Source: an optimization exercise on an open RTL-to-GDS flow (aim: small area). Production flows keep margins and buffers that such runs may drop. For this run, only the layout was checked, not whether the RTL still works. Power figures rest on the tool's default switching activity, not on a simulated workload.

==> flow/design.v <==
`timescale 1ns / 1ps
module globalCounter(count,clk,rst);
input clk;
input rst;
output [4:0]count;
parameter limit = 21;
reg [4:0]countReg;
always@(posedge clk)
begin
	if(rst)
		countReg <= 0;
	else if(countReg == limit)
		countReg <= 0;
	else
		countReg <= countReg + 1;
end
assign count = countReg;
endmodule
module luFactorizer(clk,rst,a11,a12,a13,a14,a21,a22,a23,a24,a25,a31,a32,a33,a34,a35,a36,a41,a42,a43,a44,a45,a46,a47,a52,a53,a54,a55,a56,a57,a58,a63,a64,a65,a66,a67,a68,a74,a75,a76,a77,a78,a85,a86,a87,a88,lL1,lL2,lL3,uL1,uL2,uL3,uL4);
input clk;
input rst;
input [7:0] a11,a12,a13,a14,a21,a22,a23,a24,a25,a31,a32,a33,a34,a35,a36,a41,a42,a43,a44,a45,a46,a47,a52,a53,a54,a55,a56,a57,a58,a63,a64,a65,a66,a67,a68,a74,a75,a76,a77,a78,a85,a86,a87,a88;
output [7:0] lL1,lL2,lL3,uL1,uL2,uL3,uL4;
reg [10:0] jq;
reg first;
always @(posedge clk) jq <= rst ? 11'd0 : {jq[9:0], ~jq[10]};
always @(posedge clk) first <= rst;
wire s0 = (jq[6] & jq[6]) | (~jq[6] & jq[10]);
wire s1 = (jq[6] & ~jq[7]);
wire s2 = (jq[7] & ~jq[8]);
wire s3 = (jq[8] & ~jq[9]);
wire s4 = (jq[9] & ~jq[10]);
wire s5 = (jq[10] & jq[0]);
wire s6 = (~jq[0] & jq[1]);
wire s7 = (~jq[1] & jq[2]);
wire s8 = (~jq[2] & jq[3]);
wire s9 = (~jq[3] & jq[4]);
wire s10 = (~jq[4] & jq[5]);
wire s11 = (~jq[5] & jq[6]);
wire s12 = (~jq[6] & jq[7]);
wire s13 = (~jq[7] & jq[8]);
wire s14 = (~jq[8] & jq[9]);
wire s15 = (~jq[9] & jq[10]);
wire s16 = (~jq[10] & ~jq[0]);
wire s17 = (jq[1] & ~jq[2]);
wire s18 = (jq[2] & ~jq[3]);
wire s19 = (jq[3] & ~jq[4]);
wire s20 = (jq[4] & ~jq[5]);
wire s21 = (jq[5] & ~jq[6]);
wire s22 = (jq[0] & ~jq[1]) | (jq[4] & jq[4]) | (~jq[4] & jq[10]);
wire s23 = (jq[0] & ~jq[3]) | (jq[4] & ~jq[6]) | (jq[7] & ~jq[9]) | (jq[10] & jq[1]) | (~jq[2] & jq[4]) | (~jq[5] & jq[7]) | (~jq[8] & jq[10]);
wire s24 = (jq[5] & jq[5]) | (~jq[5] & jq[10]) | ((~jq[10] & ~jq[0]) & ~first);
wire s25 = (jq[0] & ~jq[1]) | (jq[2] & ~jq[4]) | (jq[5] & ~jq[7]) | (jq[8] & ~jq[10]) | (~jq[0] & jq[2]) | (~jq[3] & jq[5]) | (~jq[6] & jq[8]) | (~jq[9] & jq[10]) | ((~jq[10] & ~jq[0]) & ~first);
wire s26 = (jq[3] & ~jq[5]) | (jq[6] & ~jq[8]) | (jq[9] & jq[0]) | (~jq[1] & jq[3]) | (~jq[4] & jq[6]) | (~jq[7] & jq[9]) | ((~jq[10] & ~jq[0]) & ~first);
wire s27 = (jq[6] & ~jq[8]) | (jq[9] & jq[0]) | (~jq[1] & jq[3]) | (~jq[4] & jq[6]) | (~jq[7] & jq[9]);
wire s28 = (jq[4] & ~jq[5]) | (jq[7] & ~jq[8]) | (jq[10] & jq[0]) | (~jq[2] & jq[3]) | (~jq[5] & jq[6]) | (~jq[8] & jq[9]);
wire s29 = (jq[5] & ~jq[7]) | (jq[8] & ~jq[10]) | (~jq[0] & jq[2]) | (~jq[3] & jq[5]) | (~jq[6] & jq[8]) | (~jq[9] & jq[10]);
wire s30 = (jq[3] & ~jq[4]) | (jq[6] & ~jq[7]) | (jq[9] & ~jq[10]) | (~jq[1] & jq[2]) | (~jq[4] & jq[5]) | (~jq[7] & jq[8]) | ((~jq[10] & ~jq[0]) & ~first);
wire s31 = (jq[4] & ~jq[6]) | (jq[7] & ~jq[9]) | (jq[10] & jq[1]) | (~jq[2] & jq[4]) | (~jq[5] & jq[7]) | (~jq[8] & jq[9]);
wire s32 = (jq[1] & ~jq[3]) | (jq[5] & ~jq[6]) | (jq[8] & ~jq[9]) | (~jq[0] & jq[1]) | (~jq[3] & jq[4]) | (~jq[6] & jq[7]) | (~jq[9] & jq[10]);
wire s33 = (jq[3] & ~jq[5]) | (jq[6] & ~jq[8]) | (jq[9] & jq[0]) | (~jq[1] & jq[3]) | (~jq[4] & jq[6]) | (~jq[7] & jq[8]);
wire s34 = (jq[6] & ~jq[7]) | (jq[9] & ~jq[10]) | (~jq[1] & jq[2]) | (~jq[4] & jq[5]) | (~jq[7] & jq[8]);
wire s35 = (jq[5] & ~jq[6]) | (jq[8] & ~jq[9]) | (~jq[0] & jq[1]) | (~jq[3] & jq[4]) | (~jq[6] & jq[7]) | (~jq[9] & jq[10]);
wire s36 = (jq[0] & ~jq[1]) | (jq[4] & ~jq[5]) | (jq[7] & ~jq[8]) | (jq[10] & jq[0]) | (~jq[2] & jq[3]) | (~jq[5] & jq[6]) | (~jq[8] & jq[9]);
wire s37 = (jq[2] & ~jq[4]) | (jq[6] & ~jq[7]) | (jq[9] & ~jq[10]) | (~jq[1] & jq[2]) | (~jq[4] & jq[5]) | (~jq[7] & jq[8]) | ((~jq[10] & ~jq[0]) & ~first);
reg [7:0] ACC1;
reg [7:0] ACC2;
reg [7:0] ACC3;
reg [7:0] H7;
reg [7:0] HZ6;
reg [7:0] HZ8;
reg [7:0] HZ9;
reg [7:0] YA;
reg [7:0] YB;
reg [7:0] YC;
wire [7:0] U1_x = ({8{s0}} & H7);
wire [7:0] U1_y = YB;
wire [7:0] U1_zi = ({8{s1}} & a24) | ({8{s2}} & a34) | ({8{s3}} & a44) | ({8{s4}} & a35) | ({8{s5}} & a45) | ({8{s6}} & a55) | ({8{s7}} & a46) | ({8{s8}} & a56) | ({8{s9}} & a66) | ({8{s10}} & a57) | ({8{s11}} & a67) | ({8{s12}} & a77) | ({8{s13}} & a68) | ({8{s14}} & a78) | ({8{s15}} & a88) | ({8{s16}} & a11) | ({8{s17}} & a12) | ({8{s18}} & a22) | ({8{s19}} & a13) | ({8{s20}} & a23) | ({8{s21}} & a33);
wire [7:0] U1_r;
wire U1_w1 = 1'b1 ^ U1_zi[0] ^ ~(U1_x[0] & U1_y[0]); wire U1_w2 = (1'b1 & U1_zi[0]) | (1'b1 & ~(U1_x[0] & U1_y[0])) | (U1_zi[0] & ~(U1_x[0] & U1_y[0]));
assign U1_r[0] = U1_w1;
wire U1_w3 = 1'b1 ^ U1_zi[1] ^ ~(U1_x[0] & U1_y[1]); wire U1_w4 = (1'b1 & U1_zi[1]) | (1'b1 & ~(U1_x[0] & U1_y[1])) | (U1_zi[1] & ~(U1_x[0] & U1_y[1]));
wire U1_w5 = ~(U1_x[1] & U1_y[0]) ^ U1_w2 ^ U1_w3; wire U1_w6 = (~(U1_x[1] & U1_y[0]) & U1_w2) | (~(U1_x[1] & U1_y[0]) & U1_w3) | (U1_w2 & U1_w3);
assign U1_r[1] = U1_w5;
wire U1_w7 = 1'b1 ^ U1_zi[2] ^ ~(U1_x[0] & U1_y[2]); wire U1_w8 = (1'b1 & U1_zi[2]) | (1'b1 & ~(U1_x[0] & U1_y[2])) | (U1_zi[2] & ~(U1_x[0] & U1_y[2]));
wire U1_w9 = ~(U1_x[1] & U1_y[1]) ^ ~(U1_x[2] & U1_y[0]) ^ U1_w4; wire U1_w10 = (~(U1_x[1] & U1_y[1]) & ~(U1_x[2] & U1_y[0])) | (~(U1_x[1] & U1_y[1]) & U1_w4) | (~(U1_x[2] & U1_y[0]) & U1_w4);
wire U1_w11 = U1_w7 ^ U1_w6 ^ U1_w9; wire U1_w12 = (U1_w7 & U1_w6) | (U1_w7 & U1_w9) | (U1_w6 & U1_w9);
assign U1_r[2] = U1_w11;
wire U1_w13 = 1'b1 ^ U1_zi[3] ^ ~(U1_x[0] & U1_y[3]); wire U1_w14 = (1'b1 & U1_zi[3]) | (1'b1 & ~(U1_x[0] & U1_y[3])) | (U1_zi[3] & ~(U1_x[0] & U1_y[3]));
wire U1_w15 = ~(U1_x[1] & U1_y[2]) ^ ~(U1_x[2] & U1_y[1]) ^ ~(U1_x[3] & U1_y[0]); wire U1_w16 = (~(U1_x[1] & U1_y[2]) & ~(U1_x[2] & U1_y[1])) | (~(U1_x[1] & U1_y[2]) & ~(U1_x[3] & U1_y[0])) | (~(U1_x[2] & U1_y[1]) & ~(U1_x[3] & U1_y[0]));
wire U1_w17 = U1_w8 ^ U1_w13 ^ U1_w15; wire U1_w18 = (U1_w8 & U1_w13) | (U1_w8 & U1_w15) | (U1_w13 & U1_w15);
wire U1_w19 = U1_w10 ^ U1_w17 ^ U1_w12; wire U1_w20 = (U1_w10 & U1_w17) | (U1_w10 & U1_w12) | (U1_w17 & U1_w12);
assign U1_r[3] = U1_w19;
wire U1_w21 = 1'b1 ^ U1_zi[4] ^ ~(U1_x[0] & U1_y[4]); wire U1_w22 = (1'b1 & U1_zi[4]) | (1'b1 & ~(U1_x[0] & U1_y[4])) | (U1_zi[4] & ~(U1_x[0] & U1_y[4]));
wire U1_w23 = ~(U1_x[1] & U1_y[3]) ^ ~(U1_x[2] & U1_y[2]) ^ ~(U1_x[3] & U1_y[1]); wire U1_w24 = (~(U1_x[1] & U1_y[3]) & ~(U1_x[2] & U1_y[2])) | (~(U1_x[1] & U1_y[3]) & ~(U1_x[3] & U1_y[1])) | (~(U1_x[2] & U1_y[2]) & ~(U1_x[3] & U1_y[1]));
wire U1_w25 = ~(U1_x[4] & U1_y[0]) ^ U1_w14 ^ U1_w16; wire U1_w26 = (~(U1_x[4] & U1_y[0]) & U1_w14) | (~(U1_x[4] & U1_y[0]) & U1_w16) | (U1_w14 & U1_w16);
wire U1_w27 = U1_w21 ^ U1_w23 ^ U1_w18; wire U1_w28 = (U1_w21 & U1_w23) | (U1_w21 & U1_w18) | (U1_w23 & U1_w18);
wire U1_w29 = U1_w25 ^ U1_w27 ^ U1_w20; wire U1_w30 = (U1_w25 & U1_w27) | (U1_w25 & U1_w20) | (U1_w27 & U1_w20);
assign U1_r[4] = U1_w29;
wire U1_w31 = 1'b1 ^ U1_zi[5] ^ ~(U1_x[0] & U1_y[5]); wire U1_w32 = (1'b1 & U1_zi[5]) | (1'b1 & ~(U1_x[0] & U1_y[5])) | (U1_zi[5] & ~(U1_x[0] & U1_y[5]));
wire U1_w33 = ~(U1_x[1] & U1_y[4]) ^ ~(U1_x[2] & U1_y[3]) ^ ~(U1_x[3] & U1_y[2]); wire U1_w34 = (~(U1_x[1] & U1_y[4]) & ~(U1_x[2] & U1_y[3])) | (~(U1_x[1] & U1_y[4]) & ~(U1_x[3] & U1_y[2])) | (~(U1_x[2] & U1_y[3]) & ~(U1_x[3] & U1_y[2]));
wire U1_w35 = ~(U1_x[4] & U1_y[1]) ^ ~(U1_x[5] & U1_y[0]) ^ U1_w22; wire U1_w36 = (~(U1_x[4] & U1_y[1]) & ~(U1_x[5] & U1_y[0])) | (~(U1_x[4] & U1_y[1]) & U1_w22) | (~(U1_x[5] & U1_y[0]) & U1_w22);
wire U1_w37 = U1_w24 ^ U1_w31 ^ U1_w33; wire U1_w38 = (U1_w24 & U1_w31) | (U1_w24 & U1_w33) | (U1_w31 & U1_w33);
wire U1_w39 = U1_w26 ^ U1_w35 ^ U1_w37; wire U1_w40 = (U1_w26 & U1_w35) | (U1_w26 & U1_w37) | (U1_w35 & U1_w37);
wire U1_w41 = U1_w28 ^ U1_w39 ^ U1_w30; wire U1_w42 = (U1_w28 & U1_w39) | (U1_w28 & U1_w30) | (U1_w39 & U1_w30);
assign U1_r[5] = U1_w41;
wire U1_w43 = 1'b1 ^ U1_zi[6] ^ ~(U1_x[0] & U1_y[6]); wire U1_w44 = (1'b1 & U1_zi[6]) | (1'b1 & ~(U1_x[0] & U1_y[6])) | (U1_zi[6] & ~(U1_x[0] & U1_y[6]));
wire U1_w45 = ~(U1_x[1] & U1_y[5]) ^ ~(U1_x[2] & U1_y[4]) ^ ~(U1_x[3] & U1_y[3]); wire U1_w46 = (~(U1_x[1] & U1_y[5]) & ~(U1_x[2] & U1_y[4])) | (~(U1_x[1] & U1_y[5]) & ~(U1_x[3] & U1_y[3])) | (~(U1_x[2] & U1_y[4]) & ~(U1_x[3] & U1_y[3]));
wire U1_w47 = ~(U1_x[4] & U1_y[2]) ^ ~(U1_x[5] & U1_y[1]) ^ ~(U1_x[6] & U1_y[0]); wire U1_w48 = (~(U1_x[4] & U1_y[2]) & ~(U1_x[5] & U1_y[1])) | (~(U1_x[4] & U1_y[2]) & ~(U1_x[6] & U1_y[0])) | (~(U1_x[5] & U1_y[1]) & ~(U1_x[6] & U1_y[0]));
wire U1_w49 = U1_w32 ^ U1_w34 ^ U1_w43; wire U1_w50 = (U1_w32 & U1_w34) | (U1_w32 & U1_w43) | (U1_w34 & U1_w43);
wire U1_w51 = U1_w45 ^ U1_w47 ^ U1_w36; wire U1_w52 = (U1_w45 & U1_w47) | (U1_w45 & U1_w36) | (U1_w47 & U1_w36);
wire U1_w53 = U1_w38 ^ U1_w49 ^ U1_w51; wire U1_w54 = (U1_w38 & U1_w49) | (U1_w38 & U1_w51) | (U1_w49 & U1_w51);
wire U1_w55 = U1_w40 ^ U1_w53 ^ U1_w42; wire U1_w56 = (U1_w40 & U1_w53) | (U1_w40 & U1_w42) | (U1_w53 & U1_w42);
assign U1_r[6] = U1_w55;
wire U1_w57 = 1'b1 ^ U1_zi[7] ^ ~(U1_x[0] & U1_y[7]);
wire U1_w58 = ~(U1_x[1] & U1_y[6]) ^ ~(U1_x[2] & U1_y[5]) ^ ~(U1_x[3] & U1_y[4]);
wire U1_w59 = ~(U1_x[4] & U1_y[3]) ^ ~(U1_x[5] & U1_y[2]) ^ ~(U1_x[6] & U1_y[1]);
wire U1_w60 = ~(U1_x[7] & U1_y[0]) ^ U1_w44 ^ U1_w46;
wire U1_w61 = U1_w48 ^ U1_w57 ^ U1_w58;
wire U1_w62 = U1_w59 ^ U1_w50 ^ U1_w60;
wire U1_w63 = U1_w61 ^ U1_w52 ^ U1_w62;
wire U1_w64 = U1_w54 ^ U1_w63 ^ U1_w56;
assign U1_r[7] = U1_w64;
wire [7:0] U1_o = U1_r;
wire [7:0] U2_x = ({8{s22}} & HZ8);
wire [7:0] U2_y = YA;
wire [7:0] U2_zi = ({8{s23}} & ACC3) | ({8{s1}} & a42) | ({8{s4}} & a53) | ({8{s7}} & a64) | ({8{s10}} & a75) | ({8{s13}} & a86) | ({8{s19}} & a31);
wire [7:0] U2_r;
wire U2_w1 = 1'b1 ^ U2_zi[0] ^ ~(U2_x[0] & U2_y[0]); wire U2_w2 = (1'b1 & U2_zi[0]) | (1'b1 & ~(U2_x[0] & U2_y[0])) | (U2_zi[0] & ~(U2_x[0] & U2_y[0]));
assign U2_r[0] = U2_w1;
wire U2_w3 = 1'b1 ^ U2_zi[1] ^ ~(U2_x[0] & U2_y[1]); wire U2_w4 = (1'b1 & U2_zi[1]) | (1'b1 & ~(U2_x[0] & U2_y[1])) | (U2_zi[1] & ~(U2_x[0] & U2_y[1]));
wire U2_w5 = ~(U2_x[1] & U2_y[0]) ^ U2_w2 ^ U2_w3; wire U2_w6 = (~(U2_x[1] & U2_y[0]) & U2_w2) | (~(U2_x[1] & U2_y[0]) & U2_w3) | (U2_w2 & U2_w3);
assign U2_r[1] = U2_w5;
wire U2_w7 = 1'b1 ^ U2_zi[2] ^ ~(U2_x[0] & U2_y[2]); wire U2_w8 = (1'b1 & U2_zi[2]) | (1'b1 & ~(U2_x[0] & U2_y[2])) | (U2_zi[2] & ~(U2_x[0] & U2_y[2]));
wire U2_w9 = ~(U2_x[1] & U2_y[1]) ^ ~(U2_x[2] & U2_y[0]) ^ U2_w4; wire U2_w10 = (~(U2_x[1] & U2_y[1]) & ~(U2_x[2] & U2_y[0])) | (~(U2_x[1] & U2_y[1]) & U2_w4) | (~(U2_x[2] & U2_y[0]) & U2_w4);
wire U2_w11 = U2_w7 ^ U2_w6 ^ U2_w9; wire U2_w12 = (U2_w7 & U2_w6) | (U2_w7 & U2_w9) | (U2_w6 & U2_w9);
assign U2_r[2] = U2_w11;
wire U2_w13 = 1'b1 ^ U2_zi[3] ^ ~(U2_x[0] & U2_y[3]); wire U2_w14 = (1'b1 & U2_zi[3]) | (1'b1 & ~(U2_x[0] & U2_y[3])) | (U2_zi[3] & ~(U2_x[0] & U2_y[3]));
wire U2_w15 = ~(U2_x[1] & U2_y[2]) ^ ~(U2_x[2] & U2_y[1]) ^ ~(U2_x[3] & U2_y[0]); wire U2_w16 = (~(U2_x[1] & U2_y[2]) & ~(U2_x[2] & U2_y[1])) | (~(U2_x[1] & U2_y[2]) & ~(U2_x[3] & U2_y[0])) | (~(U2_x[2] & U2_y[1]) & ~(U2_x[3] & U2_y[0]));
wire U2_w17 = U2_w8 ^ U2_w13 ^ U2_w15; wire U2_w18 = (U2_w8 & U2_w13) | (U2_w8 & U2_w15) | (U2_w13 & U2_w15);
wire U2_w19 = U2_w10 ^ U2_w17 ^ U2_w12; wire U2_w20 = (U2_w10 & U2_w17) | (U2_w10 & U2_w12) | (U2_w17 & U2_w12);
assign U2_r[3] = U2_w19;
wire U2_w21 = 1'b1 ^ U2_zi[4] ^ ~(U2_x[0] & U2_y[4]); wire U2_w22 = (1'b1 & U2_zi[4]) | (1'b1 & ~(U2_x[0] & U2_y[4])) | (U2_zi[4] & ~(U2_x[0] & U2_y[4]));
wire U2_w23 = ~(U2_x[1] & U2_y[3]) ^ ~(U2_x[2] & U2_y[2]) ^ ~(U2_x[3] & U2_y[1]); wire U2_w24 = (~(U2_x[1] & U2_y[3]) & ~(U2_x[2] & U2_y[2])) | (~(U2_x[1] & U2_y[3]) & ~(U2_x[3] & U2_y[1])) | (~(U2_x[2] & U2_y[2]) & ~(U2_x[3] & U2_y[1]));
wire U2_w25 = ~(U2_x[4] & U2_y[0]) ^ U2_w14 ^ U2_w16; wire U2_w26 = (~(U2_x[4] & U2_y[0]) & U2_w14) | (~(U2_x[4] & U2_y[0]) & U2_w16) | (U2_w14 & U2_w16);
wire U2_w27 = U2_w21 ^ U2_w23 ^ U2_w18; wire U2_w28 = (U2_w21 & U2_w23) | (U2_w21 & U2_w18) | (U2_w23 & U2_w18);
wire U2_w29 = U2_w25 ^ U2_w27 ^ U2_w20; wire U2_w30 = (U2_w25 & U2_w27) | (U2_w25 & U2_w20) | (U2_w27 & U2_w20);
assign U2_r[4] = U2_w29;
wire U2_w31 = 1'b1 ^ U2_zi[5] ^ ~(U2_x[0] & U2_y[5]); wire U2_w32 = (1'b1 & U2_zi[5]) | (1'b1 & ~(U2_x[0] & U2_y[5])) | (U2_zi[5] & ~(U2_x[0] & U2_y[5]));
wire U2_w33 = ~(U2_x[1] & U2_y[4]) ^ ~(U2_x[2] & U2_y[3]) ^ ~(U2_x[3] & U2_y[2]); wire U2_w34 = (~(U2_x[1] & U2_y[4]) & ~(U2_x[2] & U2_y[3])) | (~(U2_x[1] & U2_y[4]) & ~(U2_x[3] & U2_y[2])) | (~(U2_x[2] & U2_y[3]) & ~(U2_x[3] & U2_y[2]));
wire U2_w35 = ~(U2_x[4] & U2_y[1]) ^ ~(U2_x[5] & U2_y[0]) ^ U2_w22; wire U2_w36 = (~(U2_x[4] & U2_y[1]) & ~(U2_x[5] & U2_y[0])) | (~(U2_x[4] & U2_y[1]) & U2_w22) | (~(U2_x[5] & U2_y[0]) & U2_w22);
wire U2_w37 = U2_w24 ^ U2_w31 ^ U2_w33; wire U2_w38 = (U2_w24 & U2_w31) | (U2_w24 & U2_w33) | (U2_w31 & U2_w33);
wire U2_w39 = U2_w26 ^ U2_w35 ^ U2_w37; wire U2_w40 = (U2_w26 & U2_w35) | (U2_w26 & U2_w37) | (U2_w35 & U2_w37);
wire U2_w41 = U2_w28 ^ U2_w39 ^ U2_w30; wire U2_w42 = (U2_w28 & U2_w39) | (U2_w28 & U2_w30) | (U2_w39 & U2_w30);
assign U2_r[5] = U2_w41;
wire U2_w43 = 1'b1 ^ U2_zi[6] ^ ~(U2_x[0] & U2_y[6]); wire U2_w44 = (1'b1 & U2_zi[6]) | (1'b1 & ~(U2_x[0] & U2_y[6])) | (U2_zi[6] & ~(U2_x[0] & U2_y[6]));
wire U2_w45 = ~(U2_x[1] & U2_y[5]) ^ ~(U2_x[2] & U2_y[4]) ^ ~(U2_x[3] & U2_y[3]); wire U2_w46 = (~(U2_x[1] & U2_y[5]) & ~(U2_x[2] & U2_y[4])) | (~(U2_x[1] & U2_y[5]) & ~(U2_x[3] & U2_y[3])) | (~(U2_x[2] & U2_y[4]) & ~(U2_x[3] & U2_y[3]));
wire U2_w47 = ~(U2_x[4] & U2_y[2]) ^ ~(U2_x[5] & U2_y[1]) ^ ~(U2_x[6] & U2_y[0]); wire U2_w48 = (~(U2_x[4] & U2_y[2]) & ~(U2_x[5] & U2_y[1])) | (~(U2_x[4] & U2_y[2]) & ~(U2_x[6] & U2_y[0])) | (~(U2_x[5] & U2_y[1]) & ~(U2_x[6] & U2_y[0]));
wire U2_w49 = U2_w32 ^ U2_w34 ^ U2_w43; wire U2_w50 = (U2_w32 & U2_w34) | (U2_w32 & U2_w43) | (U2_w34 & U2_w43);
wire U2_w51 = U2_w45 ^ U2_w47 ^ U2_w36; wire U2_w52 = (U2_w45 & U2_w47) | (U2_w45 & U2_w36) | (U2_w47 & U2_w36);
wire U2_w53 = U2_w38 ^ U2_w49 ^ U2_w51; wire U2_w54 = (U2_w38 & U2_w49) | (U2_w38 & U2_w51) | (U2_w49 & U2_w51);
wire U2_w55 = U2_w40 ^ U2_w53 ^ U2_w42; wire U2_w56 = (U2_w40 & U2_w53) | (U2_w40 & U2_w42) | (U2_w53 & U2_w42);
assign U2_r[6] = U2_w55;
wire U2_w57 = 1'b1 ^ U2_zi[7] ^ ~(U2_x[0] & U2_y[7]);
wire U2_w58 = ~(U2_x[1] & U2_y[6]) ^ ~(U2_x[2] & U2_y[5]) ^ ~(U2_x[3] & U2_y[4]);
wire U2_w59 = ~(U2_x[4] & U2_y[3]) ^ ~(U2_x[5] & U2_y[2]) ^ ~(U2_x[6] & U2_y[1]);
wire U2_w60 = ~(U2_x[7] & U2_y[0]) ^ U2_w44 ^ U2_w46;
wire U2_w61 = U2_w48 ^ U2_w57 ^ U2_w58;
wire U2_w62 = U2_w59 ^ U2_w50 ^ U2_w60;
wire U2_w63 = U2_w61 ^ U2_w52 ^ U2_w62;
wire U2_w64 = U2_w54 ^ U2_w63 ^ U2_w56;
assign U2_r[7] = U2_w64;
wire [7:0] U2_o = U2_r;
wire [7:0] U3_x = ({8{s24}} & HZ6);
wire [7:0] U3_y = YC;
wire [7:0] U3_zi = ({8{s25}} & ACC1) | ({8{s2}} & a43) | ({8{s5}} & a54) | ({8{s8}} & a65) | ({8{s11}} & a76) | ({8{s14}} & a87) | ({8{s17}} & a21) | ({8{s20}} & a32);
wire [7:0] U3_r;
wire U3_w1 = 1'b1 ^ U3_zi[0] ^ ~(U3_x[0] & U3_y[0]); wire U3_w2 = (1'b1 & U3_zi[0]) | (1'b1 & ~(U3_x[0] & U3_y[0])) | (U3_zi[0] & ~(U3_x[0] & U3_y[0]));
assign U3_r[0] = U3_w1;
wire U3_w3 = 1'b1 ^ U3_zi[1] ^ ~(U3_x[0] & U3_y[1]); wire U3_w4 = (1'b1 & U3_zi[1]) | (1'b1 & ~(U3_x[0] & U3_y[1])) | (U3_zi[1] & ~(U3_x[0] & U3_y[1]));
wire U3_w5 = ~(U3_x[1] & U3_y[0]) ^ U3_w2 ^ U3_w3; wire U3_w6 = (~(U3_x[1] & U3_y[0]) & U3_w2) | (~(U3_x[1] & U3_y[0]) & U3_w3) | (U3_w2 & U3_w3);
assign U3_r[1] = U3_w5;
wire U3_w7 = 1'b1 ^ U3_zi[2] ^ ~(U3_x[0] & U3_y[2]); wire U3_w8 = (1'b1 & U3_zi[2]) | (1'b1 & ~(U3_x[0] & U3_y[2])) | (U3_zi[2] & ~(U3_x[0] & U3_y[2]));
wire U3_w9 = ~(U3_x[1] & U3_y[1]) ^ ~(U3_x[2] & U3_y[0]) ^ U3_w4; wire U3_w10 = (~(U3_x[1] & U3_y[1]) & ~(U3_x[2] & U3_y[0])) | (~(U3_x[1] & U3_y[1]) & U3_w4) | (~(U3_x[2] & U3_y[0]) & U3_w4);
wire U3_w11 = U3_w7 ^ U3_w6 ^ U3_w9; wire U3_w12 = (U3_w7 & U3_w6) | (U3_w7 & U3_w9) | (U3_w6 & U3_w9);
assign U3_r[2] = U3_w11;
wire U3_w13 = 1'b1 ^ U3_zi[3] ^ ~(U3_x[0] & U3_y[3]); wire U3_w14 = (1'b1 & U3_zi[3]) | (1'b1 & ~(U3_x[0] & U3_y[3])) | (U3_zi[3] & ~(U3_x[0] & U3_y[3]));
wire U3_w15 = ~(U3_x[1] & U3_y[2]) ^ ~(U3_x[2] & U3_y[1]) ^ ~(U3_x[3] & U3_y[0]); wire U3_w16 = (~(U3_x[1] & U3_y[2]) & ~(U3_x[2] & U3_y[1])) | (~(U3_x[1] & U3_y[2]) & ~(U3_x[3] & U3_y[0])) | (~(U3_x[2] & U3_y[1]) & ~(U3_x[3] & U3_y[0]));
wire U3_w17 = U3_w8 ^ U3_w13 ^ U3_w15; wire U3_w18 = (U3_w8 & U3_w13) | (U3_w8 & U3_w15) | (U3_w13 & U3_w15);
wire U3_w19 = U3_w10 ^ U3_w17 ^ U3_w12; wire U3_w20 = (U3_w10 & U3_w17) | (U3_w10 & U3_w12) | (U3_w17 & U3_w12);
assign U3_r[3] = U3_w19;
wire U3_w21 = 1'b1 ^ U3_zi[4] ^ ~(U3_x[0] & U3_y[4]); wire U3_w22 = (1'b1 & U3_zi[4]) | (1'b1 & ~(U3_x[0] & U3_y[4])) | (U3_zi[4] & ~(U3_x[0] & U3_y[4]));
wire U3_w23 = ~(U3_x[1] & U3_y[3]) ^ ~(U3_x[2] & U3_y[2]) ^ ~(U3_x[3] & U3_y[1]); wire U3_w24 = (~(U3_x[1] & U3_y[3]) & ~(U3_x[2] & U3_y[2])) | (~(U3_x[1] & U3_y[3]) & ~(U3_x[3] & U3_y[1])) | (~(U3_x[2] & U3_y[2]) & ~(U3_x[3] & U3_y[1]));
wire U3_w25 = ~(U3_x[4] & U3_y[0]) ^ U3_w14 ^ U3_w16; wire U3_w26 = (~(U3_x[4] & U3_y[0]) & U3_w14) | (~(U3_x[4] & U3_y[0]) & U3_w16) | (U3_w14 & U3_w16);
wire U3_w27 = U3_w21 ^ U3_w23 ^ U3_w18; wire U3_w28 = (U3_w21 & U3_w23) | (U3_w21 & U3_w18) | (U3_w23 & U3_w18);
wire U3_w29 = U3_w25 ^ U3_w27 ^ U3_w20; wire U3_w30 = (U3_w25 & U3_w27) | (U3_w25 & U3_w20) | (U3_w27 & U3_w20);
assign U3_r[4] = U3_w29;
wire U3_w31 = 1'b1 ^ U3_zi[5] ^ ~(U3_x[0] & U3_y[5]); wire U3_w32 = (1'b1 & U3_zi[5]) | (1'b1 & ~(U3_x[0] & U3_y[5])) | (U3_zi[5] & ~(U3_x[0] & U3_y[5]));
wire U3_w33 = ~(U3_x[1] & U3_y[4]) ^ ~(U3_x[2] & U3_y[3]) ^ ~(U3_x[3] & U3_y[2]); wire U3_w34 = (~(U3_x[1] & U3_y[4]) & ~(U3_x[2] & U3_y[3])) | (~(U3_x[1] & U3_y[4]) & ~(U3_x[3] & U3_y[2])) | (~(U3_x[2] & U3_y[3]) & ~(U3_x[3] & U3_y[2]));
wire U3_w35 = ~(U3_x[4] & U3_y[1]) ^ ~(U3_x[5] & U3_y[0]) ^ U3_w22; wire U3_w36 = (~(U3_x[4] & U3_y[1]) & ~(U3_x[5] & U3_y[0])) | (~(U3_x[4] & U3_y[1]) & U3_w22) | (~(U3_x[5] & U3_y[0]) & U3_w22);
wire U3_w37 = U3_w24 ^ U3_w31 ^ U3_w33; wire U3_w38 = (U3_w24 & U3_w31) | (U3_w24 & U3_w33) | (U3_w31 & U3_w33);
wire U3_w39 = U3_w26 ^ U3_w35 ^ U3_w37; wire U3_w40 = (U3_w26 & U3_w35) | (U3_w26 & U3_w37) | (U3_w35 & U3_w37);
wire U3_w41 = U3_w28 ^ U3_w39 ^ U3_w30; wire U3_w42 = (U3_w28 & U3_w39) | (U3_w28 & U3_w30) | (U3_w39 & U3_w30);
assign U3_r[5] = U3_w41;
wire U3_w43 = 1'b1 ^ U3_zi[6] ^ ~(U3_x[0] & U3_y[6]); wire U3_w44 = (1'b1 & U3_zi[6]) | (1'b1 & ~(U3_x[0] & U3_y[6])) | (U3_zi[6] & ~(U3_x[0] & U3_y[6]));
wire U3_w45 = ~(U3_x[1] & U3_y[5]) ^ ~(U3_x[2] & U3_y[4]) ^ ~(U3_x[3] & U3_y[3]); wire U3_w46 = (~(U3_x[1] & U3_y[5]) & ~(U3_x[2] & U3_y[4])) | (~(U3_x[1] & U3_y[5]) & ~(U3_x[3] & U3_y[3])) | (~(U3_x[2] & U3_y[4]) & ~(U3_x[3] & U3_y[3]));
wire U3_w47 = ~(U3_x[4] & U3_y[2]) ^ ~(U3_x[5] & U3_y[1]) ^ ~(U3_x[6] & U3_y[0]); wire U3_w48 = (~(U3_x[4] & U3_y[2]) & ~(U3_x[5] & U3_y[1])) | (~(U3_x[4] & U3_y[2]) & ~(U3_x[6] & U3_y[0])) | (~(U3_x[5] & U3_y[1]) & ~(U3_x[6] & U3_y[0]));
wire U3_w49 = U3_w32 ^ U3_w34 ^ U3_w43; wire U3_w50 = (U3_w32 & U3_w34) | (U3_w32 & U3_w43) | (U3_w34 & U3_w43);
wire U3_w51 = U3_w45 ^ U3_w47 ^ U3_w36; wire U3_w52 = (U3_w45 & U3_w47) | (U3_w45 & U3_w36) | (U3_w47 & U3_w36);
wire U3_w53 = U3_w38 ^ U3_w49 ^ U3_w51; wire U3_w54 = (U3_w38 & U3_w49) | (U3_w38 & U3_w51) | (U3_w49 & U3_w51);
wire U3_w55 = U3_w40 ^ U3_w53 ^ U3_w42; wire U3_w56 = (U3_w40 & U3_w53) | (U3_w40 & U3_w42) | (U3_w53 & U3_w42);
assign U3_r[6] = U3_w55;
wire U3_w57 = 1'b1 ^ U3_zi[7] ^ ~(U3_x[0] & U3_y[7]);
wire U3_w58 = ~(U3_x[1] & U3_y[6]) ^ ~(U3_x[2] & U3_y[5]) ^ ~(U3_x[3] & U3_y[4]);
wire U3_w59 = ~(U3_x[4] & U3_y[3]) ^ ~(U3_x[5] & U3_y[2]) ^ ~(U3_x[6] & U3_y[1]);
wire U3_w60 = ~(U3_x[7] & U3_y[0]) ^ U3_w44 ^ U3_w46;
wire U3_w61 = U3_w48 ^ U3_w57 ^ U3_w58;
wire U3_w62 = U3_w59 ^ U3_w50 ^ U3_w60;
wire U3_w63 = U3_w61 ^ U3_w52 ^ U3_w62;
wire U3_w64 = U3_w54 ^ U3_w63 ^ U3_w56;
assign U3_r[7] = U3_w64;
wire [7:0] U3_o = U3_r;
wire [7:0] U4_x = ({8{s26}} & ACC2) | ({8{s21}} & a41) | ({8{s3}} & a52) | ({8{s6}} & a63) | ({8{s9}} & a74) | ({8{s12}} & a85);
wire [7:0] U4_y = HZ9;
wire [7:0] U4_zi = 8'd0;
wire U4_n = 1'b0;
wire [7:0] U4_r;
wire U4_w1 = U4_zi[0] ^ (U4_x[0] & U4_y[0]); wire U4_w2 = U4_zi[0] & (U4_x[0] & U4_y[0]);
assign U4_r[0] = U4_w1;
wire U4_w3 = U4_zi[1] ^ (U4_x[0] & U4_y[1]) ^ (U4_x[1] & U4_y[0]); wire U4_w4 = (U4_zi[1] & (U4_x[0] & U4_y[1])) | (U4_zi[1] & (U4_x[1] & U4_y[0])) | ((U4_x[0] & U4_y[1]) & (U4_x[1] & U4_y[0]));
wire U4_w5 = U4_w2 ^ U4_w3; wire U4_w6 = U4_w2 & U4_w3;
assign U4_r[1] = U4_w5;
wire U4_w7 = U4_zi[2] ^ (U4_x[0] & U4_y[2]) ^ (U4_x[1] & U4_y[1]); wire U4_w8 = (U4_zi[2] & (U4_x[0] & U4_y[2])) | (U4_zi[2] & (U4_x[1] & U4_y[1])) | ((U4_x[0] & U4_y[2]) & (U4_x[1] & U4_y[1]));
wire U4_w9 = (U4_x[2] & U4_y[0]) ^ U4_w4 ^ U4_w7; wire U4_w10 = ((U4_x[2] & U4_y[0]) & U4_w4) | ((U4_x[2] & U4_y[0]) & U4_w7) | (U4_w4 & U4_w7);
wire U4_w11 = U4_w6 ^ U4_w9; wire U4_w12 = U4_w6 & U4_w9;
assign U4_r[2] = U4_w11;
wire U4_w13 = U4_zi[3] ^ (U4_x[0] & U4_y[3]) ^ (U4_x[1] & U4_y[2]); wire U4_w14 = (U4_zi[3] & (U4_x[0] & U4_y[3])) | (U4_zi[3] & (U4_x[1] & U4_y[2])) | ((U4_x[0] & U4_y[3]) & (U4_x[1] & U4_y[2]));
wire U4_w15 = (U4_x[2] & U4_y[1]) ^ (U4_x[3] & U4_y[0]) ^ U4_w8; wire U4_w16 = ((U4_x[2] & U4_y[1]) & (U4_x[3] & U4_y[0])) | ((U4_x[2] & U4_y[1]) & U4_w8) | ((U4_x[3] & U4_y[0]) & U4_w8);
wire U4_w17 = U4_w13 ^ U4_w10 ^ U4_w15; wire U4_w18 = (U4_w13 & U4_w10) | (U4_w13 & U4_w15) | (U4_w10 & U4_w15);
wire U4_w19 = U4_w12 ^ U4_w17; wire U4_w20 = U4_w12 & U4_w17;
assign U4_r[3] = U4_w19;
wire U4_w21 = U4_zi[4] ^ (U4_x[0] & U4_y[4]) ^ (U4_x[1] & U4_y[3]); wire U4_w22 = (U4_zi[4] & (U4_x[0] & U4_y[4])) | (U4_zi[4] & (U4_x[1] & U4_y[3])) | ((U4_x[0] & U4_y[4]) & (U4_x[1] & U4_y[3]));
wire U4_w23 = (U4_x[2] & U4_y[2]) ^ (U4_x[3] & U4_y[1]) ^ (U4_x[4] & U4_y[0]); wire U4_w24 = ((U4_x[2] & U4_y[2]) & (U4_x[3] & U4_y[1])) | ((U4_x[2] & U4_y[2]) & (U4_x[4] & U4_y[0])) | ((U4_x[3] & U4_y[1]) & (U4_x[4] & U4_y[0]));
wire U4_w25 = U4_w14 ^ U4_w21 ^ U4_w23; wire U4_w26 = (U4_w14 & U4_w21) | (U4_w14 & U4_w23) | (U4_w21 & U4_w23);
wire U4_w27 = U4_w16 ^ U4_w25 ^ U4_w18; wire U4_w28 = (U4_w16 & U4_w25) | (U4_w16 & U4_w18) | (U4_w25 & U4_w18);
wire U4_w29 = U4_w20 ^ U4_w27; wire U4_w30 = U4_w20 & U4_w27;
assign U4_r[4] = U4_w29;
wire U4_w31 = U4_zi[5] ^ (U4_x[0] & U4_y[5]) ^ (U4_x[1] & U4_y[4]); wire U4_w32 = (U4_zi[5] & (U4_x[0] & U4_y[5])) | (U4_zi[5] & (U4_x[1] & U4_y[4])) | ((U4_x[0] & U4_y[5]) & (U4_x[1] & U4_y[4]));
wire U4_w33 = (U4_x[2] & U4_y[3]) ^ (U4_x[3] & U4_y[2]) ^ (U4_x[4] & U4_y[1]); wire U4_w34 = ((U4_x[2] & U4_y[3]) & (U4_x[3] & U4_y[2])) | ((U4_x[2] & U4_y[3]) & (U4_x[4] & U4_y[1])) | ((U4_x[3] & U4_y[2]) & (U4_x[4] & U4_y[1]));
wire U4_w35 = (U4_x[5] & U4_y[0]) ^ U4_w22 ^ U4_w24; wire U4_w36 = ((U4_x[5] & U4_y[0]) & U4_w22) | ((U4_x[5] & U4_y[0]) & U4_w24) | (U4_w22 & U4_w24);
wire U4_w37 = U4_w31 ^ U4_w33 ^ U4_w26; wire U4_w38 = (U4_w31 & U4_w33) | (U4_w31 & U4_w26) | (U4_w33 & U4_w26);
wire U4_w39 = U4_w35 ^ U4_w37 ^ U4_w28; wire U4_w40 = (U4_w35 & U4_w37) | (U4_w35 & U4_w28) | (U4_w37 & U4_w28);
wire U4_w41 = U4_w30 ^ U4_w39; wire U4_w42 = U4_w30 & U4_w39;
assign U4_r[5] = U4_w41;
wire U4_w43 = U4_zi[6] ^ (U4_x[0] & U4_y[6]) ^ (U4_x[1] & U4_y[5]); wire U4_w44 = (U4_zi[6] & (U4_x[0] & U4_y[6])) | (U4_zi[6] & (U4_x[1] & U4_y[5])) | ((U4_x[0] & U4_y[6]) & (U4_x[1] & U4_y[5]));
wire U4_w45 = (U4_x[2] & U4_y[4]) ^ (U4_x[3] & U4_y[3]) ^ (U4_x[4] & U4_y[2]); wire U4_w46 = ((U4_x[2] & U4_y[4]) & (U4_x[3] & U4_y[3])) | ((U4_x[2] & U4_y[4]) & (U4_x[4] & U4_y[2])) | ((U4_x[3] & U4_y[3]) & (U4_x[4] & U4_y[2]));
wire U4_w47 = (U4_x[5] & U4_y[1]) ^ (U4_x[6] & U4_y[0]) ^ U4_w32; wire U4_w48 = ((U4_x[5] & U4_y[1]) & (U4_x[6] & U4_y[0])) | ((U4_x[5] & U4_y[1]) & U4_w32) | ((U4_x[6] & U4_y[0]) & U4_w32);
wire U4_w49 = U4_w34 ^ U4_w43 ^ U4_w45; wire U4_w50 = (U4_w34 & U4_w43) | (U4_w34 & U4_w45) | (U4_w43 & U4_w45);
wire U4_w51 = U4_w36 ^ U4_w47 ^ U4_w49; wire U4_w52 = (U4_w36 & U4_w47) | (U4_w36 & U4_w49) | (U4_w47 & U4_w49);
wire U4_w53 = U4_w38 ^ U4_w51 ^ U4_w40; wire U4_w54 = (U4_w38 & U4_w51) | (U4_w38 & U4_w40) | (U4_w51 & U4_w40);
wire U4_w55 = U4_w42 ^ U4_w53; wire U4_w56 = U4_w42 & U4_w53;
assign U4_r[6] = U4_w55;
wire U4_w57 = U4_zi[7] ^ (U4_x[0] & U4_y[7]) ^ (U4_x[1] & U4_y[6]);
wire U4_w58 = (U4_x[2] & U4_y[5]) ^ (U4_x[3] & U4_y[4]) ^ (U4_x[4] & U4_y[3]);
wire U4_w59 = (U4_x[5] & U4_y[2]) ^ (U4_x[6] & U4_y[1]) ^ (U4_x[7] & U4_y[0]);
wire U4_w60 = U4_w44 ^ U4_w46 ^ U4_w57;
wire U4_w61 = U4_w58 ^ U4_w59 ^ U4_w48;
wire U4_w62 = U4_w50 ^ U4_w60 ^ U4_w61;
wire U4_w63 = U4_w52 ^ U4_w62 ^ U4_w54;
wire U4_w64 = U4_w56 ^ U4_w63;
assign U4_r[7] = U4_w64;
wire [7:0] U4_o = U4_r ^ {8{U4_n}};
always @(posedge clk) ACC1 <= U1_o;
always @(posedge clk) ACC2 <= U2_o;
always @(posedge clk) ACC3 <= U3_o;
wire [7:0] H7_d = ({8{s21}} & a14) | ({8{s3}} & a25) | ({8{s6}} & a36) | ({8{s9}} & a47) | ({8{s12}} & a58);
wire H7_en = ~s27;
always @(posedge clk) if (H7_en) H7 <= H7_d;
wire [7:0] HZ6_d = ({8{s28}} & ACC1);
wire HZ6_en = ~s29;
always @(posedge clk) if (HZ6_en) HZ6 <= HZ6_d;
wire [7:0] HZ8_d = ({8{s30}} & ACC3);
wire HZ8_en = ~s31;
always @(posedge clk) if (HZ8_en) HZ8 <= HZ8_d;
wire [7:0] HZ9_d = ({8{s32}} & ACC2);
wire HZ9_en = ~s33;
always @(posedge clk) if (HZ9_en) HZ9 <= HZ9_d;
always @(posedge clk) YA <= U4_o;
always @(posedge clk) YB <= YC;
always @(posedge clk) YC <= YA;
wire [7:0] lL1_w = ({8{s34}} & YA);
assign lL1 = lL1_w;
wire [7:0] lL2_w = ({8{s35}} & YA);
assign lL2 = lL2_w;
wire [7:0] lL3_w = ({8{s36}} & YA);
assign lL3 = lL3_w;
wire [7:0] uL1_w = ({8{s37}} & HZ9);
assign uL1 = uL1_w;
wire [7:0] uL2_w = ({8{s36}} & HZ8);
assign uL2 = uL2_w;
wire [7:0] uL3_w = ({8{s35}} & HZ6);
assign uL3 = uL3_w;
wire [7:0] uL4_w = ({8{s34}} & H7);
assign uL4 = uL4_w;
endmodule
==> flow/flow/run.sh <==
#!/bin/bash
set -euo pipefail
cd "$(dirname "$0")/.."
bash standard.sh BUFFER_PORTS_ARGS="-buffer_cell sky130_fd_sc_hd__buf_1" finish > make_finish.log 2>&1
==> flow/standard.sh <==
#!/bin/bash
# synth_recipe.tcl (not shown) runs the flow's synth.tcl, then flattens the netlist and writes it again
# the make line also repeats each setting of config.mk as NAME=value (left out here)
make -C /OpenROAD-flow-scripts/flow DESIGN_CONFIG=/design/flow/config.mk WORK_HOME=/design/flow/orfs CLKGATE_MAP_FILE= SYNTH_SCRIPT=/design/flow/synth_recipe.tcl "${@:-finish}"
==> flow/config.mk <==
export PLATFORM = sky130hd
export DESIGN_NAME = luFactorizer
export DESIGN_NICKNAME = luFactorizer
export VERILOG_FILES = /design/flow/design.v
export SDC_FILE = /design/flow/constraint.sdc
export NUM_CORES = 4
export LEC_CHECK = 0
export CAP_MARGIN = 20
export CORE_MARGIN = 2
export CORE_UTILIZATION = 40
export CTS_BUF_LIST = sky130_fd_sc_hd__clkbuf_8
export SLEW_MARGIN = 20
==> flow/constraint.sdc <==
create_clock -name core_clock -period 8.0 [get_ports {clk}]
set_input_delay 1.6000 -clock core_clock [delete_from_list [all_inputs] [get_ports {clk}]]
set_output_delay 1.6000 -clock core_clock [all_outputs]
set_load 0.01 [all_outputs]
==> results.txt <==
[metal layers]
metal | wire length, um | GRT usage, % | up-vias
li1 | - | - | 4165
met1 | 15200 | 42.7 | 4432
met2 | 18400 | 55.4 | 540
met3 | 3690 | 8.86 | 87
met4 | 1620 | 13.6 | 6
met5 | 40 | 0 | -
[cell families after synthesis]
logic type,Yosys count,synth area share (%)
adder cells (fa/ha/maj),105,21.9
AND/OR/NAND/NOR,355,22.9
XOR/XNOR,55,6.03
buffers and inverters,133,5.96
AO/OA/AOI/OAI,208,18.3
flip-flops,92,24.9
[state kept, by name, indices dropped and copies added (netlist names)]
register	flops
jq	11
YA	8
YB	8
H7	8
HZ9	8
HZ6	8
ACC3	8
YC	8
ACC2	8
ACC1	8
HZ8	8
first	1
[worst max-delay path: cells and delay by family, from the launching register on]
family / cells / cell delay [ps]
xor+xnor: 5 / 1040
flops: 1 / 630
fa+ha+maj: 5 / 2210
simple gates: 2 / 420
compound gates: 3 / 1580
[power groups by stage]
stage               Combinational, mW  Clock (mW)  Sequential, mW
finish                          0.361       0.328           0.660
detailed placement              0.358           0           0.668
global route                    0.404       0.352           0.669
CTS                             0.361       0.333           0.659
global placement                0.356           0           0.671
floorplan                       0.211           0           0.610
[metrics by stage]
stage	hold slack (ps)	utilization [%]
final	374	51.0
after global routing	393	51.0
after CTS	384	50.9
after detailed placement	365	50.0
after global placement	365	50.0
after floorplan	331	-
[final cells by class]
type	count	area, um^2	area share (%)
multi-input cells	723	6040	56.0
flip-flops and latches	92	2160	20.0
repair buffers	436	1740	16.1
well taps	275	344	3.19
inverters	80	300	2.78
clock buffers	9	124	1.15
clock inverters	7	75.1	0.696
diodes	3	7.51	0.0696
[synth_stat cells, drive strengths merged]
master,instances
buf,12
and2b,8
a22oi,123
o221ai,1
clkbuf,41
a2111oi,1
fa,78
xor2,13
or4,1
or2,2
ha,27
and3,82
a222oi,19
a31oi,1
nor2,27
nor3,12
nor4,5
nand4,4
a32o,1
clkinv,1
a21o,1
a221oi,7
o22ai,2
and2,50
a21boi,3
o211ai,5
inv,79
nand3,42
dfxtp,60
edfxtp,32
a211oi,1
nor2b,69
xnor3,3
nand2,52
o21ai,8
a21oi,23
or3,1
xnor2,39
a22o,12
[final timing paths]
| path | depth (start not counted) | slack (ps) | from | to |
|---|---|---|---|---|
| setup / recovery | 15 | 1990 | jq[4] | YA[7] |
| hold / removal | 0 | 370 | YC[7] | YB[7] |
| setup reg to reg | 15 | 1990 | jq[4] | YA[7] |
| hold reg to reg | 0 | 370 | YC[7] | YB[7] |
==> summary.md <==
| Metric | Value |
|---|---|
| Unrepaired setup endpoints after global routing | `no` |
| Worst min path class | `reg2reg` |
| Max Freq | `0.167 GHz` |
| Setup TNS | `0 ps` |
| CTS max path bufs | `2` |
| Setup crit end kind | `flop` |
| Most common cell after layout, fill and taps aside | `buf_1` |
| DP Cell Count | `1606` |
| Avg Cell Area, Syn | `9.15 um^2` |
| Post-Layout Cell Count | `1625` |
| Post-Syn Instances | `948` |
| CTS Buf Count | `9` |
| Vias | `9230` |
| I/O pin count | `410` |
| Period utilisation layout | `75.1%` |
| DRT Pass-1 Iters | `6` |
| Overall power | `1.35 mW` |
| Combinational Power Share | `26.8%` |
| Max-cap viol count | `0` |
| Total Wirelength | `38900 um` |
| Post-DR wirelength/cell | `24.0 um` |
| Overall die area | `22900 um^2` |
| Clk pin slew, worst setup/hold paths | `110 ps` |
| Area leader, netlist | `fa_1` |
| Register area share after synthesis | `24.9%` |
| Yosys warns | `1` |
| Layout area overhead | `24.4%` |
| Initial antenna violation count | `5` |
| DP HPWL | `31800 um` |
| CTS sink count | `92` |
| Sequential cell fraction of total power | `48.9%` |
| Proportion of layout cells with a drive suffix above 1 | `5.05%` |
| Critical path class | `reg2reg` |
| Minimum clock period after layout | `6010 ps` |
| Int Power | `0.873 mW` |
| Vias per cell | `5.68` |
| Cell Area, Synth | `8670 um^2` |
| Worst vdd ir | `0.0000874 V` |
| Largest net degree at the start of global routing | `31` |
| DR DRC count | `0` |
| Vias in the first global route | `9132` |
| Worst setup SP type | `flop` |
| CTS tree | `built` |
| Die height | `151 um` |
| Clock Power Share | `24.3%` |
| First-pass GRT wire length | `55700 um` |
| GPL Wtd Cong | `0.952` |
| Core Area | `21200 um^2` |
| WP data required | `8270 ps` |
| IO buf count | `409` |
| Post-route ant nets | `0` |
| Clock Tree Root | `clkbuf_8` |
| Final Slew Violations | `0` |
| Top cells by area, synth | `fa_1 18%, dfxtp_1 14%, edfxtp_1 11%` |
| CTS H-tree depth | `3` |
| Nets@finish | `1801` |
| GRT Total Usage | `33.9%` |
| Post-cts resize count | `0` |
| Slew margin rel. | `27.9%` |
| Pre-CTS setup slack | `1890 ps` |
| Syn_nets | `1407` |
| Sw frac | `35.3%` |
| P_leak | `4.52 nW` |
| Row cnt | `53` |
| Cell Chain, Critical Path | `a21boi_1 > a2111oi_4 > nand2_4 > a21oi_1 > and2b_1 > fa_1 > fa_1 > fa_1 > fa_1 > fa_1 > xnor2_1 > xnor2_1 > xnor2_1 > xnor2_1 > xnor3_1` |
| Top-area cell type share of the netlist area | `18.0%` |
| P per Cell Area | `125 nW/um^2` |
| Hold Vio Cnt, Final | `0` |
| Post-CTS setup repair buffer count | `0` |
| Final setup margin | `1990 ps` |
| Slowest cell on the critical path | `a2111oi_4` |
| Yosys cell types | `49` |
| Worst Tran Pin Value | `1080 ps` |
| CP peak stage delay | `950 ps` |
| Clk_skew | `15.9 ps` |
| Die width | `151 um` |
| Finished Cell Area | `10800 um^2` |
| Initial DRC Count | `891` |
| Switching pwr | `0.476 mW` |
| Setup-failing EPs final | `0` |
| Worst path most repeated cell | `fa_1` |
| GR Overflow Total | `0` |
| Cts hold-fix bufs | `0` |
| Placed cell areas | `10600 um^2` |
| Status | `timing/DRC/antenna clean` |
| Worst skew pair latency | `390 ps` |
| CP arrival | `6280 ps` |
| Commonest non-fill, non-tap cells in the layout | `409 x buf_1, 123 x a22oi_1, 82 x and3_1, 78 x inv_1, 78 x fa_1` |
| Worst Path Max Fanout | `11` |
| Initial core utilization | `41.0%` |
| Filler Cells Inserted | `2171` |
| Register bit count reported by yosys | `92` |

## static timing again, ports no longer ideal
In the flow no input, the clock included, has a driving cell. The finished layout below was timed again as built, in two steps.
Step 1 sets driving cells, clkbuf_16 on the clock port and buf_2 on the other inputs (assumed; they add their load-dependent delay and slew).
Step 2 times the ports against the registers' clock, not the clock port: input delays grow and output delays shrink by t, the midpoint of the rising clock arrivals with the driver on.
Slacks: ideal ports / drivers / drivers and shift; pairs: ideal ports / drivers.
t, ns: 0.420
setup WS [ns]: 1.994 / 1.994 / 1.907
hold slack, ns: 0.374 / 0.374 / 0.374
worst setup path after step 2: input to register
worst data-port slew with drivers (ns): 0.16
After both steps this run still meets setup and hold. The setup slack of this run moves by 0.000 ns with the drivers and by -0.087 ns with both steps.
